Context: an optimization exercise on an open-source flow, tuned for small area. The choices shown serve that exercise and are no tape-out recipe.
Only simulation tests tie the RTL to the original design; equivalence was not proved.
No activity file was given, so power comes from the tool's default toggle rates.

// Simple_Single_CPU
module Simple_Single_CPU
(
    clk_i,
    rst_n,
    imem_addr_o,
    imem_rdata_i,
    dmem_addr_o,
    dmem_wdata_o,
    dmem_we_o,
    dmem_re_o,
    dmem_rdata_i
);
    input           clk_i;
    input           rst_n;
    output [32-1:0] imem_addr_o;
    input  [32-1:0] imem_rdata_i;
    output [32-1:0] dmem_addr_o;
    output [32-1:0] dmem_wdata_o;
    output          dmem_we_o;
    output          dmem_re_o;
    input  [32-1:0] dmem_rdata_i;
    reg  [2:0] ph;       
    reg        init;     
    reg        pass2;    
    reg        flag;     
    reg        cm;       
    reg        cp;       
    reg [31:0] pc;
    reg [31:0] A;        
    reg [31:0] W;        
    wire p0   = (ph == 3'd0);
    wire last = (ph == 3'd7);
    wire [31:0] I  = imem_rdata_i;
    wire [4:0]  op = I[6:2];
    wire [2:0]  f3 = I[14:12];
    wire is_load  = (op == 5'b00000);
    wire is_opimm = (op == 5'b00100);
    wire is_auipc = (op == 5'b00101);
    wire is_store = (op == 5'b01000);
    wire is_op    = (op == 5'b01100);
    wire is_br    = (op == 5'b11000);
    wire is_jalr  = (op == 5'b11001);
    wire is_jal   = (op == 5'b11011);
    wire is_alu   = is_op | is_opimm;
    wire is_slt   = is_alu & (f3 == 3'b010);
    wire two_pass = is_load | is_store | is_br | is_slt;
    wire fin      = init | pass2 | ~two_pass;    
    reg [31:0] imm;
    always @(*) begin
        case (op)
            5'b01000: imm = {{20{I[31]}}, I[31:25], I[11:7]};
  ...
For scale: ~1100 flip-flops, ~160 I/O pins, roughly 27000 µm² of cells after synthesis.
clock: 20.0 ns
lec_check: 0
cap_margin: 20
core_margin: 2
core_utilization: 55
place_density: 0.7
slew_margin: 20
standard.sh (not shown) runs the stock make flow with config.mk's settings and CLKGATE_MAP_FILE= SYNTH_SCRIPT=/design/flow/synth_recipe.tcl, a recipe that flattens the netlist after the stock synthesis.
==> flow/flow/run.sh <==
#!/bin/bash
# The standard ORFS flow (standard.sh), with three changes:
#  - synthesis maps logic with an area-only ABC script (flow/abc_area.script:
#    strash; dch; map -a), everything else in synthesis as standard;
#  - the port buffers that global placement inserts are buf_1 cells;
#  - clock tree synthesis clusters up to 30 sinks within 100 um.
# Each ORFS step writes its own log under orfs/logs/; make's output goes to
# synth.log and flow.log in this folder.
set -euo pipefail
HERE=$(pwd)
# ORFS scripts, with only the ABC area script replaced
rm -rf scripts_abc
cp -r "$FLOW_HOME/scripts" scripts_abc
cp flow/abc_area.script scripts_abc/abc_area.script
bash standard.sh ABC_AREA=1 "SCRIPTS_DIR=$HERE/scripts_abc" synth > synth.log 2>&1
bash standard.sh \
  "BUFFER_PORTS_ARGS=-buffer_cell sky130_fd_sc_hd__buf_1" \
  "CTS_ARGS=-sink_clustering_enable -repair_clock_nets -sink_clustering_size 18 -sink_clustering_max_diameter 60 -buf_list {sky130_fd_sc_hd__clkbuf_8}" \
  finish > flow.log 2>&1
==> flow/flow/abc_area.script <==
strash
dch
map -a
topo
The first run passed the timing, DRC and antenna checks.
Edit:
==> flow/run.sh (new file) <==
#!/bin/bash
# synth_recipe.tcl (not shown) runs the flow's synth.tcl, then flattens the netlist and writes it again
# the make line also repeats each setting of config.mk as NAME=value (left out here)
make -C /OpenROAD-flow-scripts/flow DESIGN_CONFIG=/design/flow/config.mk WORK_HOME=/design/flow/orfs CLKGATE_MAP_FILE= SYNTH_SCRIPT=/design/flow/synth_recipe.tcl finish
--- a/flow/config.mk
+++ b/flow/config.mk
@@ -10,2 +10,5 @@
-export CORE_UTILIZATION = 55
-export PLACE_DENSITY = 0.7
+export CORE_UTILIZATION = 25
+export CTS_BUF_LIST = sky130_fd_sc_hd__clkbuf_16 sky130_fd_sc_hd__clkbuf_8 sky130_fd_sc_hd__clkbuf_4
+export CTS_CLUSTER_DIAMETER = 100
+export CTS_CLUSTER_SIZE = 30
+export PLACE_DENSITY = 0.45
removed: flow/flow/run.sh
removed: flow/flow/abc_area.script
removed: flow/standard.sh
What happened: First-iteration DRC count decreases by a few percent; worst hold slack degrades by 0.017 ns; register-to-register slack improves by 0.66 ns; setup slack degrades by 0.49 ns; clock power increases by a few percent; total power increases by a few percent; count of clock-buffer cells in the layout decreases by 28; wire length increases by a quarter to a third; fmax decreases by a few percent; area after synthesis increases by a few percent; cell count increases by a quarter to a third.
Edit:
--- a/flow/config.mk
+++ b/flow/config.mk
@@ -13 +13 @@
-export CTS_CLUSTER_SIZE = 30
+export CTS_CLUSTER_SIZE = 34
Total power goes down by 0.99%. Combinational power is about the same. Synthesized cell count does not change. Cell area goes down by 0.32%. Worst setup slack got worse by 0.0048 ns. Routed wire length falls by 0.65%.
Edit:
--- a/flow/config.mk
+++ b/flow/config.mk
@@ -11,3 +10,0 @@
-export CTS_BUF_LIST = sky130_fd_sc_hd__clkbuf_16 sky130_fd_sc_hd__clkbuf_8 sky130_fd_sc_hd__clkbuf_4
-export CTS_CLUSTER_DIAMETER = 100
-export CTS_CLUSTER_SIZE = 34
What happened: Count of clock-buffer cells in the layout came out higher by 103; utilization came out higher by 2.0 points; clock power came out higher by 90%; combinational power hardly moves; worst setup slack gains 0.014 ns; design area came out higher by 7.0%; via count came out higher by 3.2%; wire length came out higher by about 2.3%; die area stays the same.


The RTL this note starts from:
==> flow/design.v <==
module Simple_Single_CPU
(
    clk_i,
    rst_n,
    imem_addr_o,
    imem_rdata_i,
    dmem_addr_o,
    dmem_wdata_o,
    dmem_we_o,
    dmem_re_o,
    dmem_rdata_i
);
    input           clk_i;
    input           rst_n;
    output [32-1:0] imem_addr_o;
    input  [32-1:0] imem_rdata_i;
    output [32-1:0] dmem_addr_o;
    output [32-1:0] dmem_wdata_o;
    output          dmem_we_o;
    output          dmem_re_o;
    input  [32-1:0] dmem_rdata_i;
    reg  [2:0] ph;       
    reg        init;     
    reg        pass2;    
    reg        flag;     
    reg        cm;       
    reg        cp;       
    reg [31:0] pc;
    reg [31:0] A;        
    reg [31:0] W;        
    wire p0   = (ph == 3'd0);
    wire last = (ph == 3'd7);
    wire [31:0] I  = imem_rdata_i;
    wire [4:0]  op = I[6:2];
    wire [2:0]  f3 = I[14:12];
    wire is_load  = (op == 5'b00000);
    wire is_opimm = (op == 5'b00100);
    wire is_auipc = (op == 5'b00101);
    wire is_store = (op == 5'b01000);
    wire is_op    = (op == 5'b01100);
    wire is_br    = (op == 5'b11000);
    wire is_jalr  = (op == 5'b11001);
    wire is_jal   = (op == 5'b11011);
    wire is_alu   = is_op | is_opimm;
    wire is_slt   = is_alu & (f3 == 3'b010);
    wire two_pass = is_load | is_store | is_br | is_slt;
    wire fin      = init | pass2 | ~two_pass;    
    reg [31:0] imm;
    always @(*) begin
        case (op)
            5'b01000: imm = {{20{I[31]}}, I[31:25], I[11:7]};
            5'b11000: imm = {{20{I[31]}}, I[7], I[30:25], I[11:8], 1'b0};
            5'b11011: imm = {{12{I[31]}}, I[19:12], I[20], I[30:21], 1'b0};
            5'b00101: imm = {I[31:12], 12'd0};
            default:  imm = {{20{I[31]}}, I[31:20]};
        endcase
    end
    wire [3:0] imm_d = imm[{ph, 2'b00} +: 4];
    wire [3:0] pc_d  = pc[{ph, 2'b00} +: 4];
    wire [3:0] rdig [0:31];
    assign rdig[0] = 4'd0;
    wire [3:0] r1 = rdig[I[19:15]];
    wire [3:0] r2 = rdig[I[24:20]];
    wire       inv   = is_alu & (((f3 == 3'b000) & I[30]) | (f3 == 3'b010));
    wire [3:0] x     = (is_auipc | is_jal | is_br) ? pc_d : r1;
    wire [3:0] b     = is_op ? r2 : imm_d;
    wire [3:0] y     = b ^ {4{inv}};
    wire       cin   = p0 ? inv : cm;
    wire [4:0] msum  = {1'b0, x} + {1'b0, y} + {4'd0, cin};
    wire       lt    = (x[3] ^ b[3]) ? x[3] : msum[3];
    wire [4:0] psum  = {1'b0, pc_d} + {2'd0, p0, 2'd0} + {4'd0, cp & ~p0};
    reg  [3:0] alu_d;
    always @(*) begin
        case (f3)
            3'b000:  alu_d = msum[3:0];
            3'b110:  alu_d = r1 | b;
            default: alu_d = r1 & b;
        endcase
    end
    wire wr1 = ~pass2 & ((is_alu & ~is_slt) | is_auipc | is_jal | is_jalr);
    wire wr2 =  pass2 & (is_load | is_slt);
    wire wr  = ~init & (wr1 | wr2);
    reg  [3:0] wd;
    always @(*) begin
        if (init)
            wd = 4'd0;
        else if (pass2)
            wd = is_load ? (p0 ? dmem_rdata_i[3:0] : W[3:0]) : {3'd0, flag & p0};
        else if (is_jal | is_jalr)
            wd = psum[3:0];
        else if (is_auipc)
            wd = msum[3:0];
        else
            wd = alu_d;
    end
    wire [3:0] wd29 = init ? {(ph == 3'd1), 3'd0} : wd;
    wire [4:0] rd   = I[11:7];
    genvar g;
    generate
        for (g = 1; g < 32; g = g + 1) begin : R
            reg  [31:0] q;
            wire        wen = init | (wr & (rd == g));
            wire [3:0]  din = (g == 29) ? wd29 : wd;
            always @(posedge clk_i)
                q <= {wen ? din : q[3:0], q[31:4]};
            assign rdig[g] = q[3:0];
        end
    endgenerate
    wire       a_m  = (~pass2 & (is_load | is_store | is_jal | is_jalr)) | (pass2 & is_br & flag);
    wire [3:0] a_in = init ? 4'd0 : (a_m ? msum[3:0] : psum[3:0]);
    wire [31:0] a_next = {a_in, A[31:4]};
    wire cap = pass2 & p0;
    always @(posedge clk_i) begin
        A  <= a_next;
        W  <= cap ? {dmem_rdata_i[3:0], dmem_rdata_i[31:4]} : {r2, W[31:4]};
        cm <= msum[4];
        cp <= psum[4];
        if (last & fin)
            pc <= a_next;
        if (~pass2) begin
            if (is_slt)
                flag <= lt;
            else
                flag <= (p0 | flag) & (r1 == r2);
        end
    end
    always @(posedge clk_i or negedge rst_n) begin
        if (~rst_n) begin
            ph    <= 3'd0;
            init  <= 1'b1;
            pass2 <= 1'b0;
        end else begin
            ph <= ph + 3'd1;
            if (last) begin
                init  <= 1'b0;
                pass2 <= ~init & ~pass2 & two_pass;
            end
        end
    end
    assign imem_addr_o  = pc;
    assign dmem_addr_o  = A;
    assign dmem_wdata_o = W;
    assign dmem_we_o    = cap & is_store;
    assign dmem_re_o    = cap & is_load;
endmodule
export LEC_CHECK = 0
export CAP_MARGIN = 20
export CORE_MARGIN = 2
export CORE_UTILIZATION = 25
export PLACE_DENSITY = 0.45
export SLEW_MARGIN = 20
create_clock -name core_clock -period 20.0 [get_ports {clk_i}]
==> flow/flow/run.sh <==
#!/bin/bash
# Standard ORFS flow (the standard.sh), with two changes:
#  - the port buffers that global placement inserts are buf_1 cells;
#  - clock tree synthesis clusters up to 30 sinks within 100 um.
# Each ORFS step writes its own log under orfs/logs/; make's output is in flow.log.
set -euo pipefail
bash standard.sh \
  "BUFFER_PORTS_ARGS=-buffer_cell sky130_fd_sc_hd__buf_1" \
  "CTS_ARGS=-sink_clustering_enable -repair_clock_nets -sink_clustering_size 30 -sink_clustering_max_diameter 100 -buf_list {sky130_fd_sc_hd__clkbuf_16 sky130_fd_sc_hd__clkbuf_8 sky130_fd_sc_hd__clkbuf_4}" \
  finish > flow.log 2>&1
==> next run, changes <==
--- a/flow/flow/run.sh
+++ b/flow/flow/run.sh
@@ -1,7 +1,16 @@
 #!/bin/bash
-# Standard ORFS flow (the standard.sh), with two changes:
+# The standard ORFS flow (standard.sh), with three changes:
+#  - synthesis maps logic with an area-only ABC script (flow/abc_area.script:
+#    strash; dch; map -a), everything else in synthesis as standard;
 #  - the port buffers that global placement inserts are buf_1 cells;
 #  - clock tree synthesis clusters up to 30 sinks within 100 um.
-# Each ORFS step writes its own log under orfs/logs/; make's output is in flow.log.
+# Each ORFS step writes its own log under orfs/logs/; make's output goes to
+# synth.log and flow.log in this folder.
 set -euo pipefail
+HERE=$(pwd)
+# ORFS scripts, with only the ABC area script replaced
+rm -rf scripts_abc
+cp -r "$FLOW_HOME/scripts" scripts_abc
+cp flow/abc_area.script scripts_abc/abc_area.script
+bash standard.sh ABC_AREA=1 "SCRIPTS_DIR=$HERE/scripts_abc" synth > synth.log 2>&1
 bash standard.sh \
==> flow/flow/abc_area.script (new file) <==
strash
dch
map -a
topo
--- a/flow/config.mk
+++ b/flow/config.mk
@@ -9,4 +9,4 @@
 export CORE_MARGIN = 2
-export CORE_UTILIZATION = 25
-export PLACE_DENSITY = 0.45
+export CORE_UTILIZATION = 55
+export PLACE_DENSITY = 0.7
 export SLEW_MARGIN = 20
What happened: Non-clock buffer count drops by 18; combinational power drops by 41%; via count drops by 6.1%; global-route usage climbs by 12 points.
==> next run, changes <==
==> flow/run.sh (new file) <==
#!/bin/bash
# synth_recipe.tcl (not shown) runs the flow's synth.tcl, then flattens the netlist and writes it again
# the make line also repeats each setting of config.mk as NAME=value (left out here)
make -C /OpenROAD-flow-scripts/flow DESIGN_CONFIG=/design/flow/config.mk WORK_HOME=/design/flow/orfs CLKGATE_MAP_FILE= SYNTH_SCRIPT=/design/flow/synth_recipe.tcl finish
--- a/flow/config.mk
+++ b/flow/config.mk
@@ -7,6 +7,8 @@
 export LEC_CHECK = 0
+export ABC_AREA = 1
 export CAP_MARGIN = 20
 export CORE_MARGIN = 2
-export CORE_UTILIZATION = 55
-export PLACE_DENSITY = 0.7
+export CORE_UTILIZATION = 25
+export CTS_BUF_LIST = sky130_fd_sc_hd__clkbuf_4
+export PLACE_DENSITY = 0.45
 export SLEW_MARGIN = 20
removed: flow/flow/run.sh
removed: flow/flow/abc_area.script
removed: flow/standard.sh
Result:
- power went up by about 23%
- hold slack loses 91 ps
- clock skew went up by 110 ps
- cell count grows by about 60%
==> next run, changes <==
==> flow/flow/run.sh (new file) <==
#!/bin/bash
# The standard ORFS flow (standard.sh), with three changes:
#  - synthesis maps logic with an area-only ABC script (flow/abc_area.script:
#    strash; dch; map -a), everything else in synthesis as standard;
#  - the port buffers that global placement inserts are buf_1 cells;
#  - clock tree synthesis clusters up to 30 sinks within 100 um.
# Each ORFS step writes its own log under orfs/logs/; make's output goes to
# synth.log and flow.log in this folder.
set -euo pipefail
HERE=$(pwd)
# ORFS scripts, with only the ABC area script replaced
rm -rf scripts_abc
cp -r "$FLOW_HOME/scripts" scripts_abc
cp flow/abc_area.script scripts_abc/abc_area.script
bash standard.sh ABC_AREA=1 "SCRIPTS_DIR=$HERE/scripts_abc" synth > synth.log 2>&1
bash standard.sh \
  "BUFFER_PORTS_ARGS=-buffer_cell sky130_fd_sc_hd__buf_1" \
  "CTS_ARGS=-sink_clustering_enable -repair_clock_nets -sink_clustering_size 30 -sink_clustering_max_diameter 100 -buf_list {sky130_fd_sc_hd__clkbuf_16 sky130_fd_sc_hd__clkbuf_8 sky130_fd_sc_hd__clkbuf_4}" \
  finish > flow.log 2>&1
==> flow/flow/abc_area.script (new file) <==
strash
dch
map -a
topo
==> flow/standard.sh (new file) <==
#!/bin/bash
# synth_recipe.tcl (not shown) runs the flow's synth.tcl, then flattens the netlist and writes it again
# the make line also repeats each setting of config.mk as NAME=value (left out here)
make -C /OpenROAD-flow-scripts/flow DESIGN_CONFIG=/design/flow/config.mk WORK_HOME=/design/flow/orfs CLKGATE_MAP_FILE= SYNTH_SCRIPT=/design/flow/synth_recipe.tcl "${@:-finish}"
--- a/flow/config.mk
+++ b/flow/config.mk
@@ -7,3 +7,2 @@
 export LEC_CHECK = 0
-export ABC_AREA = 1
 export CAP_MARGIN = 20
@@ -11,3 +10,2 @@
 export CORE_UTILIZATION = 25
-export CTS_BUF_LIST = sky130_fd_sc_hd__clkbuf_4
 export PLACE_DENSITY = 0.45
removed: flow/run.sh
The new run finished clean.
Final area is lower by 13%.
Synthesized area drops by 6.3%.
Clock-buffer cell count went down by 343.
Worst setup slack got worse by 91 ps.
Sequential share of layout area goes up by 9.5 points.
Synthesized cell count came out lower by 22%.
Non-clock buffer count fell by 2.


Setup of xenon:
Starts from the design.v that is shown in full above.
make LEC_CHECK=0 ABC_AREA=1 CAP_MARGIN=20 CORE_MARGIN=2 CORE_UTILIZATION=25 CTS_BUF_LIST=sky130_fd_sc_hd__clkbuf_8 PLACE_DENSITY=0.45 SLEW_MARGIN=20 finish   # period 20.0 ns
run.sh (not shown) runs the stock make flow with config.mk's settings and CLKGATE_MAP_FILE= SYNTH_SCRIPT=/design/flow/synth_recipe.tcl, a recipe that flattens the netlist after the stock synthesis.
Stock flow here: none of the scripts above is used.
The inputs of fjord differ from those of xenon as listed below.
- swapping sky130_fd_sc_hd__clkbuf_8 for sky130_fd_sc_hd__clkbuf_16 sky130_fd_sc_hd__clkbuf_8 sky130_fd_sc_hd__clkbuf_4 in CTS_BUF_LIST
- putting CTS_CLUSTER_DIAMETER at 100 where nothing was set
- clearing ABC_AREA, which used to be 1
- putting CTS_CLUSTER_SIZE at 24 where nothing was set
==> comparison <==
- Compared with xenon, in fjord worst hold path cell count held, simple-gate share of the synthesized area fell 6.3 points.
- Fmax was higher in xenon than in fjord.
- Per the comparison of fjord with xenon, logic gate share of total power increased by 1.5 points relative to the old numbers, global-route usage over all layers went down by 0.68 points, switching power as a share of total power lost 0.21 points, mean routed wirelength per cell increased by about 14% relative to the old numbers.
- Setup slack (higher): xenon
- Critical path depth (higher): xenon

separate check: timing with driven ports:
How much do the figures lean on ideal ports? The routed layouts below were timed once more, with nothing changed but the port constraints. Step 1 (the two cells are an assumption about what drives the block):
set clk [get_ports {clk_i}]
set_driving_cell -lib_cell sky130_fd_sc_hd__clkbuf_16 $clk
set_driving_cell -lib_cell sky130_fd_sc_hd__buf_2 [delete_from_list [all_inputs] $clk]
Step 2 moves the port delays by t, midway between the first and last clock arrival at a register: inputs arrive t later, outputs are due t later. That takes back most of the time a late clock gives input paths. a / b / c = ideal ports / drivers / drivers and shift; a / b = the first two.
run | t (ns) | setup WS [ns] | worst setup path after step 2 | worst slew at a driven data input, ns | pins driven straight from the clock port
the first run of note 1 | 0.748 | 9.938 / 9.913 / 9.165 | input to register | 0.09 | 1
the second run of note 1 | 0.720 | 9.445 / 9.402 / 9.402 | input to output | 0.12 | 1
the third run of note 1 | 0.679 | 9.440 / 9.395 / 9.395 | input to output | 0.09 | 1
the fourth run of note 1 | 0.722 | 9.454 / 9.411 / 9.411 | input to output | 0.12 | 1
the first run of note 2 | 0.700 | 10.258 / 10.219 / 10.094 | input to register | 0.12 | 1
the second run of note 2 | 0.655 | 9.704 / 9.722 / 9.067 | input to register | 0.09 | 1
the third run of note 2 | 1.170 | 9.781 / 9.733 / 9.733 | input to output | 0.12 | 1
the fourth run of note 2 | 0.661 | 9.690 / 9.689 / 9.028 | input to register | 0.13 | 1
xenon | 0.874 | 9.771 / 9.721 / 9.721 | input to output | 0.12 | 1
fjord | 0.705 | 9.443 / 9.400 / 9.400 | input to output | 0.11 | 1
After both steps setup and hold are still met in every run listed. For the first run of note 1, which loses most, drivers alone change the setup slack by -0.025 ns; drivers and shift together by -0.773 ns.
